What follows belongs to an exercise in optimizing a design on an open flow for small area, a short achievable clock period and few clock cycles per item; a production flow would make more cautious choices. At most, simulation tests tie the RTL to the original design; equivalence was not proved. Power and IR drop assume default switching activity.

==> flow/design.v (excerpt) <==
module systolic_pe(
  clk, reset, cntrl,
  i_stb, o_stb, i_busy, o_busy,
  data_in, weight_in, acc_in,
  acc_out, data_out, weight_out
);
For scale: about 310 cells after synthesis, about 59 flip-flops.
clock: 5.0 ns
lec_check: 0
cap_margin: 20
core_margin: 2
core_utilization: 40
setup_slack_margin: 1.5
slew_margin: 20
standard.sh (not shown) runs the stock make flow with config.mk's settings and CLKGATE_MAP_FILE= SYNTH_SCRIPT=/design/flow/synth_recipe.tcl, a recipe that flattens the netlist after the stock synthesis.
==> flow/flow/run.sh <==
#!/bin/bash
# The standard layout (standard.sh) with three changes:
# - Yosys's synth runs without its quick internal abc pass, so the full adders
#   are extracted without extra inverters; the final abc mapping still runs.
# - The port buffers are buf_1 cells; timing repair upsizes the critical ones.
# - Clock tree synthesis inserts no dummy loads.
# standard.sh writes each tool's log under orfs/logs; its own output goes to
# standard_flow.log here.
set -euo pipefail
export SYNTH_ARGS="-noabc"
export BUFFER_PORTS_ARGS="-buffer_cell sky130_fd_sc_hd__buf_1"
export CTS_ARGS="-sink_clustering_enable -repair_clock_nets -dont_use_dummy_load"
bash standard.sh finish > standard_flow.log 2>&1
The starting point completed with no timing, DRC or antenna violations.
Testbench counts at the start, summed over its fixed seeds: cycles 2,056, items 2,048.
==> next run, changes <==
==> flow/flow/run.sh (replaced) <==
#!/bin/bash
# The standard layout, with two changes: Yosys's synth runs without its quick
# internal abc pass (so the full adders extract without inverters; the final
# abc mapping still runs), and the port buffers are plain buffer cells.
set -euo pipefail
export SYNTH_ARGS="-noabc"
export BUFFER_PORTS_ARGS="-buffer_cell sky130_fd_sc_hd__buf_1"
export CTS_ARGS="-sink_clustering_enable -repair_clock_nets -dont_use_dummy_load"
bash standard.sh finish > standard_flow.log 2>&1
Settings changed: ABC_AREA set to 1.
Result: The changed run produced a clean layout. Flip-flop and latch count is unchanged. Clock-buffer cell count does not change. Via count goes up by about 27%.
==> next run, changes <==
Settings changed: ABC_AREA 1 to unset, SETUP_SLACK_MARGIN 1.5 to 1.9, TNS_END_PERCENT set to 10.
=> Maximum frequency increases by 1.9%. Sequential share of layout area increases by 1.6 points. Non-clock buffer count stays the same. Utilization increases by 1.1 points. Clock-buffer cell count stays the same. Via count decreases by 20%. Cell count decreases by 23%. Power decreases by 5.6%. First-iteration DRC count decreases by 32%.
==> next run, changes <==
Settings changed: CORE_UTILIZATION 40 to 30, SETUP_SLACK_MARGIN 1.9 to 1.5, TNS_END_PERCENT 10 to unset.
After rerunning:
- non-clock buffer count goes down by 1
- cell area is lower by 0.98%
- via count fell by 1.6%
- routed wire length is about the same

========
JK:
Another version of the RTL of systolic_pe (not shown whole).
Size: ~300 cells after synthesis, ~100 I/O pins, ~0.0042 mm2 of cells after synthesis.
export LEC_CHECK = 0
export CAP_MARGIN = 20
export CORE_MARGIN = 2
export CORE_UTILIZATION = 40
export SETUP_SLACK_MARGIN = 2.0
export SLEW_MARGIN = 20
create_clock -name core_clock -period 5.0 [get_ports {clk}]
==> flow/flow/run.sh <==
#!/bin/bash
# The standard layout, with two changes: Yosys's synth runs without its quick
# internal abc pass (so the full adders extract without inverters; the final
# abc mapping still runs), and the port buffers are plain buffer cells.
set -euo pipefail
export SYNTH_ARGS="-noabc"
export BUFFER_PORTS_ARGS="-buffer_cell sky130_fd_sc_hd__buf_2"
bash standard.sh finish > standard_flow.log 2>&1
JK finished every stage and its layout cleared the timing, DRC and antenna checks.
--- input diff JK..MS ---
Settings: changing SETUP_SLACK_MARGIN from 2.0 to 2.5.
Findings:
The final reports for MS and JK show instance area at placement higher in the former. Comparing JK and MS, detailed-route wire length is higher on MS. Comparing JK and MS, fraction of area in registers is lower on MS. MS vs. JK: sequential fraction of design power shows a reduction of 1.1 points, global-route usage higher, combinational fraction of design power higher, portion of the layout cell area used by clock cells now sits at about the same level. In the tables for JK and MS, worst setup slack before clock tree synthesis reads lower with JK. Between JK and MS, total power increased. Setup slack: JK and MS compared, higher one is MS. Area: MS vs JK -> MS larger.
[inputs] AL vs MS
Settings: clearing SETUP_SLACK_MARGIN, which used to be 2.5.
==> flow/flow/run.sh <==
#!/bin/bash
# The standard layout, with the port buffers made of plain buffer cells.
set -euo pipefail
export BUFFER_PORTS_ARGS="-buffer_cell sky130_fd_sc_hd__buf_2"
bash standard.sh finish > standard_flow.log 2>&1
### Flow results
On CTS clock-pin slew for the worst setup and hold paths, MS tracks AL almost exactly.
Compared to MS, AL leaves more free space in the core.
MS ended up with data_in[0] as its launch point of the worst path; AL ended up with weight_in[3].
Looking only at sum of routed wire segments on met1, and setting everything else aside, the lower value of MS and AL goes to MS.
What TR does differently from AL at the input level:
Settings: SETUP_SLACK_MARGIN now 0, previously not set.
--- a/flow/flow/run.sh
+++ b/flow/flow/run.sh
@@ -2 +2,3 @@
-# The standard layout, with the port buffers made of plain buffer cells.
+# The standard layout, with two changes: Yosys's synth runs without its quick
+# internal abc pass (so the full adders extract without inverters; the final
+# abc mapping still runs), and the port buffers are plain buffer cells.
@@ -3,0 +6 @@
+export SYNTH_ARGS="-noabc"
[summary]
AL vs TR, worst setup path endpoint: sum_lo_r[7] vs acc_out[20]. TR ended up with a higher final period utilization than AL did. Comparing TR with AL, the maximum clock path buffer count came out essentially unchanged. Side by side, global-route usage turned out lower in TR than in AL.
Function was not checked in any run of this note: the RTL went through the layout flow alone.

========
RTL: one of the versions met above, not the one the previous note started from.
For scale: roughly 59 flip-flops, ~4200 um^2 of cells after synthesis.
==> flow/design.v (excerpt) <==
module systolic_pe(
  clk, reset, cntrl,
  i_stb, o_stb, i_busy, o_busy,
  data_in, weight_in, acc_in,
  acc_out, data_out, weight_out
);
  input wire clk;
  input wire reset;
  input wire cntrl;
  input wire i_stb;
  input wire i_busy;
  input wire [7:0] data_in;
  input wire [7:0] weight_in;
  input wire [31:0] acc_in;
  output wire [31:0] acc_out;
  output wire [7:0] data_out;
  output wire [7:0] weight_out;
  output wire o_stb;
  output wire o_busy;
  reg valid;
  wire load = ~valid | ~i_busy;
  always @(posedge clk) begin
    if (reset) valid <= 1'b0;
    else if (load) valid <= i_stb;
  end
  assign o_stb  = valid;
  assign o_busy = valid;
  wire pp0_0 = data_in[0] & weight_in[0];
  wire pp0_1 = data_in[0] & weight_in[1];
  wire pp0_2 = data_in[0] & weight_in[2];
  wire pp0_3 = data_in[0] & weight_in[3];
  wire pp0_4 = data_in[0] & weight_in[4];
  wire pp0_5 = data_in[0] & weight_in[5];
  wire pp0_6 = data_in[0] & weight_in[6];
  wire pp0_7 = data_in[0] & weight_in[7];
  wire pp1_0 = data_in[1] & weight_in[0];
  wire pp1_1 = data_in[1] & weight_in[1];
  wire pp1_2 = data_in[1] & weight_in[2];
  wire pp1_3 = data_in[1] & weight_in[3];
  wire pp1_4 = data_in[1] & weight_in[4];
  wire pp1_5 = data_in[1] & weight_in[5];
  wire pp1_6 = data_in[1] & weight_in[6];
  wire pp1_7 = data_in[1] & weight_in[7];
  ...
export LEC_CHECK = 0
export CAP_MARGIN = 20
export CORE_MARGIN = 2
export CORE_UTILIZATION = 40
export SETUP_SLACK_MARGIN = 1.5
export SLEW_MARGIN = 20
create_clock -name core_clock -period 5.0 [get_ports {clk}]
==> flow/flow/run.sh <==
#!/bin/bash
# The standard layout, with two changes: Yosys's synth runs without its quick
# internal abc pass (so the full adders extract without inverters; the final
# abc mapping still runs), and the port buffers are plain buffer cells.
set -euo pipefail
export SYNTH_ARGS="-noabc"
export BUFFER_PORTS_ARGS="-buffer_cell sky130_fd_sc_hd__buf_1"
export CTS_ARGS="-sink_clustering_enable -repair_clock_nets -dont_use_dummy_load -buf_list sky130_fd_sc_hd__clkbuf_4"
bash standard.sh finish > standard_flow.log 2>&1
The first run ran to the end with no violations.
Testbench counts at the start, summed over its fixed seeds: cycles 2,056, items 2,048.
Next try:
--- a/flow/flow/run.sh
+++ b/flow/flow/run.sh
@@ -8 +8 @@
-export CTS_ARGS="-sink_clustering_enable -repair_clock_nets -dont_use_dummy_load -buf_list sky130_fd_sc_hd__clkbuf_4"
+export CTS_ARGS="-sink_clustering_enable -repair_clock_nets -dont_use_dummy_load"
--- a/flow/config.mk
+++ b/flow/config.mk
@@ -10,0 +11 @@
+export PLACE_DENSITY = 0.8
What happened: First-iteration DRC count is lower by a quarter to a third. Wire length barely changes. Global-route usage fell by 0.35 points. Clock skew goes down by 21 ps. Sequential power barely changes. Setup slack loses 6.6 ps. Design area went up slightly. Hold slack loses 12 ps. Total power grows by a few percent. Sequential cell count is unchanged. Fmax is about the same.
Next try:
--- a/flow/config.mk
+++ b/flow/config.mk
@@ -11,2 +11 @@
-export PLACE_DENSITY = 0.8
-export SETUP_SLACK_MARGIN = 1.5
+export SETUP_SLACK_MARGIN = 1.7
What happened: Worst setup slack improved by 87 ps; count of clock-buffer cells in the layout does not change; via count went down slightly; power came out higher by a little under a tenth; non-clock buffer count came out higher by 1; final cell count barely changes; wire length is higher by a few percent; core utilization went up by 2.7 points; die area stays the same; cell area climbs by a few percent.
Next try:
--- a/flow/flow/run.sh
+++ b/flow/flow/run.sh
@@ -7,2 +7 @@
-export BUFFER_PORTS_ARGS="-buffer_cell sky130_fd_sc_hd__buf_1"
-export CTS_ARGS="-sink_clustering_enable -repair_clock_nets -dont_use_dummy_load"
+export BUFFER_PORTS_ARGS="-buffer_cell sky130_fd_sc_hd__buf_2"
--- a/flow/config.mk
+++ b/flow/config.mk
@@ -11 +11 @@
-export SETUP_SLACK_MARGIN = 1.7
+export SETUP_SLACK_MARGIN = 0
=> Clock-buffer cell count is unchanged; utilization went down by 1.0 points; area after synthesis stays the same; critical path depth stays the same; via count went down slightly; global-route usage went down by 0.36 points; sequential power went down slightly; final cell count went up slightly; cell area went down slightly.

========
== juniper ==
RTL: one of the versions met above, not the one the previous note started from.
For scale: roughly 58 flip-flops, roughly 100 I/O pins, roughly 4400 sq um of cells after synthesis.
Design systolic_pe, start of the top module:
module systolic_pe(
  clk, reset, cntrl,
  i_stb, o_stb, i_busy, o_busy,
  data_in, weight_in, acc_in,
  acc_out, data_out, weight_out
);
==> flow/config.mk <==
export PLATFORM = sky130hd
export DESIGN_NAME = systolic_pe
export DESIGN_NICKNAME = systolic_pe
export VERILOG_FILES = /design/flow/design.v
export SDC_FILE = /design/flow/constraint.sdc
export NUM_CORES = 4
export LEC_CHECK = 0
export CAP_MARGIN = 20
export CORE_MARGIN = 2
export CORE_UTILIZATION = 40
export SLEW_MARGIN = 20
==> flow/constraint.sdc <==
create_clock -name core_clock -period 5.0 [get_ports {clk}]
set_input_delay 1.0000 -clock core_clock [delete_from_list [all_inputs] [get_ports {clk}]]
set_output_delay 1.0000 -clock core_clock [all_outputs]
set_load 0.01 [all_outputs]
run.sh (not shown) runs the stock make flow with config.mk's settings and CLKGATE_MAP_FILE= SYNTH_SCRIPT=/design/flow/synth_recipe.tcl, a recipe that flattens the netlist after the stock synthesis.
Stock flow here: none of the scripts above is used.
## Diff of input files: indigo against juniper
# juniper
export LEC_CHECK = 0
export CAP_MARGIN = 20
export CORE_MARGIN = 2
export CORE_UTILIZATION = 40
export SLEW_MARGIN = 20
create_clock -name core_clock -period 5.0 [get_ports {clk}]
# indigo
export LEC_CHECK = 0
export CAP_MARGIN = 20
export CORE_MARGIN = 2
export CORE_UTILIZATION = 40
export SETUP_SLACK_MARGIN = 1.5
export SLEW_MARGIN = 20
create_clock -name core_clock -period 5.0 [get_ports {clk}]
### Flow results
Reported for indigo and juniper, die area turned out identical to the last digit. Sort indigo and juniper by clock group share of total power, descending, and juniper comes first. Compared to juniper, indigo has detailed-route wire length 8.8% higher. Compared with juniper, indigo shows synthesis-to-finish area growth higher by 8.3 points. Comparing juniper against indigo, there is no change at all in adder and majority cell fraction of the synthesized area. juniper leaves less setup margin than indigo. Compared with juniper, the detailed router inserted more vias in indigo. Going from juniper to indigo, met1 routed wirelength after detailed routing grew by a few percent. Between indigo and juniper, it is indigo whose cell area is higher, by about 6%.
> inputs changed (indigo -> yarrow)
# indigo
export LEC_CHECK = 0
export CAP_MARGIN = 20
export CORE_MARGIN = 2
export CORE_UTILIZATION = 40
export SETUP_SLACK_MARGIN = 1.5
export SLEW_MARGIN = 20
create_clock -name core_clock -period 5.0 [get_ports {clk}]
# yarrow
export LEC_CHECK = 0
export CAP_MARGIN = 20
export CORE_MARGIN = 2
export CORE_UTILIZATION = 40
export SETUP_SLACK_MARGIN = 1.0
export SLEW_MARGIN = 20
create_clock -name core_clock -period 5.0 [get_ports {clk}]
==> flow/flow/run.sh (new file) <==
#!/bin/bash
# The standard layout, with two changes: Yosys's synth runs without its quick
# internal abc pass (so the full adders extract without inverters; the final
# abc mapping still runs), and the port buffers are plain buffer cells.
set -euo pipefail
export SYNTH_ARGS="-noabc"
export BUFFER_PORTS_ARGS="-buffer_cell sky130_fd_sc_hd__buf_2"
bash standard.sh finish > standard_flow.log 2>&1
==> flow/standard.sh (new file) <==
#!/bin/bash
# synth_recipe.tcl (not shown) runs the flow's synth.tcl, then flattens the netlist and writes it again
# the make line also repeats each setting of config.mk as NAME=value (left out here)
make -C /OpenROAD-flow-scripts/flow DESIGN_CONFIG=/design/flow/config.mk WORK_HOME=/design/flow/orfs CLKGATE_MAP_FILE= SYNTH_SCRIPT=/design/flow/synth_recipe.tcl "${@:-finish}"
removed: flow/run.sh
Findings:
- yarrow vs indigo, power went down by about 18%.
- Compared with indigo, yarrow shows a higher fraction of power consumed by the clock network.
- Looking at clock-buffer cell count, yarrow sits above indigo.
- yarrow gives less highest clock frequency the design can meet than indigo did.
- indigo reports its capturing instance or port of the critical path as acc_out[26] while yarrow reports sum_lo_r[7]$_DFFE_PP_.
Function was not checked in any run of this note: the RTL went through the layout flow alone.

========
## nickel
systolic_pe, a different RTL version from the one above (not shown whole).
Size in the first run: ~58 flip-flops, about 100 I/O pins, roughly 4100 um^2 of cells after synthesis.
## systolic_pe
module systolic_pe(
  clk, reset, cntrl,
  i_stb, o_stb, i_busy, o_busy,
  data_in, weight_in, acc_in,
  acc_out, data_out, weight_out
);
  input wire clk;
  input wire reset;
  input wire cntrl;
  input wire i_stb;
  input wire i_busy;
  input wire [7:0] data_in;
  input wire [7:0] weight_in;
  input wire [31:0] acc_in;
  output wire [31:0] acc_out;
  output wire [7:0] data_out;
  output wire [7:0] weight_out;
  output wire o_stb;
  output wire o_busy;
  reg valid;
  wire load = ~valid | ~i_busy;
  always @(posedge clk) begin
    if (reset) valid <= 1'b0;
    else if (load) valid <= i_stb;
  end
  assign o_stb  = valid;
  assign o_busy = valid;
  wire pp0_0 = data_in[0] & weight_in[0];
  wire pp0_1 = data_in[0] & weight_in[1];
  wire pp0_2 = data_in[0] & weight_in[2];
  wire pp0_3 = data_in[0] & weight_in[3];
  wire pp0_4 = data_in[0] & weight_in[4];
  wire pp0_5 = data_in[0] & weight_in[5];
  wire pp0_6 = data_in[0] & weight_in[6];
  wire pp0_7 = data_in[0] & weight_in[7];
  wire pp1_0 = data_in[1] & weight_in[0];
  wire pp1_1 = data_in[1] & weight_in[1];
  wire pp1_2 = data_in[1] & weight_in[2];
  wire pp1_3 = data_in[1] & weight_in[3];
  wire pp1_4 = data_in[1] & weight_in[4];
  wire pp1_5 = data_in[1] & weight_in[5];
  wire pp1_6 = data_in[1] & weight_in[6];
  wire pp1_7 = data_in[1] & weight_in[7];
  wire pp2_0 = data_in[2] & weight_in[0];
  wire pp2_1 = data_in[2] & weight_in[1];
  wire pp2_2 = data_in[2] & weight_in[2];
  wire pp2_3 = data_in[2] & weight_in[3];
  wire pp2_4 = data_in[2] & weight_in[4];
  wire pp2_5 = data_in[2] & weight_in[5];
  wire pp2_6 = data_in[2] & weight_in[6];
  wire pp2_7 = data_in[2] & weight_in[7];
  wire pp3_0 = data_in[3] & weight_in[0];
  wire pp3_1 = data_in[3] & weight_in[1];
  wire pp3_2 = data_in[3] & weight_in[2];
  wire pp3_3 = data_in[3] & weight_in[3];
  wire pp3_4 = data_in[3] & weight_in[4];
  wire pp3_5 = data_in[3] & weight_in[5];
  wire pp3_6 = data_in[3] & weight_in[6];
  ...
clock: 5.0 ns
lec_check: 0
cap_margin: 20
core_margin: 2
core_utilization: 40
setup_slack_margin: 1.5
slew_margin: 20
standard.sh (not shown) runs the stock make flow with config.mk's settings and CLKGATE_MAP_FILE= SYNTH_SCRIPT=/design/flow/synth_recipe.tcl, a recipe that flattens the netlist after the stock synthesis.
==> flow/flow/run.sh <==
#!/bin/bash
# The standard layout, with two changes: Yosys's synth runs without its quick
# internal abc pass (so the full adders extract without inverters; the final
# abc mapping still runs), and the port buffers are plain buffer cells.
set -euo pipefail
export SYNTH_ARGS="-noabc"
export BUFFER_PORTS_ARGS="-buffer_cell sky130_fd_sc_hd__buf_2"
bash standard.sh finish > standard_flow.log 2>&1
Modified inputs, garnet compared to nickel
Settings: SETUP_SLACK_MARGIN now 0, was 1.5; SLEW_MARGIN now 70, was 20.
[summary]
- Wire length of the first global-routing pass: garnet vs nickel, no meaningful difference
- Going from nickel to garnet, final area fell by about 3.5%, final cycle utilization of the critical path rose by 2.7 points, placed cell area fell by 35 um^2, clock buffer and inverter area fraction after layout rose by 0.17 points, total of plain and repair buffers excluding clock buffers fell by 3.
- nickel and garnet ended up with nearly the same routed wire length.
- Final worst setup slack deteriorates in garnet relative to nickel.
Function was not checked in any run of this note: the RTL went through the layout flow alone.

[afterwards: timing with drivers on the ports]
The results above use ideal ports. As a check the final layouts listed here were re-extracted and re-timed, cells and wires unchanged.
Step 1 (the two cells are an assumption about what drives the block):
set clk [get_ports {clk}]
set_driving_cell -lib_cell sky130_fd_sc_hd__clkbuf_16 $clk
set_driving_cell -lib_cell sky130_fd_sc_hd__buf_2 [delete_from_list [all_inputs] $clk]
Step 2 times the ports against the registers' clock, not the clock port: input delays grow and output delays shrink by t, the midpoint of the rising clock arrivals with the driver on.
a / b / c = ideal / step 1 / step 2; a / b = the first two.
run | t, ns | setup WS [ns] | worst register clock-pin slew, ns
the first run of note 1 | 0.362 | 1.566 / 1.579 / 1.217 | 0.08 / 0.08
the second run of note 1 | 0.349 | 1.603 / 1.614 / 1.265 | 0.05 / 0.05
the third run of note 1 | 0.367 | 1.666 / 1.665 / 1.298 | 0.08 / 0.08
the fourth run of note 1 | 0.358 | 1.566 / 1.585 / 1.227 | 0.06 / 0.06
JK | 0.358 | 1.388 / 1.358 / 1.062 | 0.08 / 0.08
MS | 0.354 | 1.434 / 1.404 / 1.049 | 0.07 / 0.07
AL | 0.359 | 1.173 / 1.184 / 0.825 | 0.08 / 0.08
TR | 0.357 | 1.081 / 1.051 / 0.847 | 0.07 / 0.07
the first run of note 3 | 0.434 | 1.577 / 1.586 / 1.152 | 0.12 / 0.12
the second run of note 3 | 0.360 | 1.570 / 1.579 / 1.219 | 0.08 / 0.08
the third run of note 3 | 0.353 | 1.657 / 1.655 / 1.305 | 0.08 / 0.08
the fourth run of note 3 | 0.364 | 1.226 / 1.196 / 1.171 | 0.07 / 0.07
juniper | 0.366 | 0.693 / 0.703 / 0.337 | 0.08 / 0.08
indigo | 0.370 | 1.403 / 1.371 / 1.033 | 0.08 / 0.08
yarrow | 0.357 | 1.193 / 1.203 / 0.846 | 0.07 / 0.07
nickel | 0.354 | 1.523 / 1.499 / 1.145 | 0.08 / 0.08
garnet | 0.366 | 1.385 / 1.392 / 1.025 | 0.08 / 0.08
After both steps setup and hold are still met in every run listed. The setup slack of the first run of note 3, which loses most, moves by +0.009 ns with the drivers and by -0.425 ns with both steps.
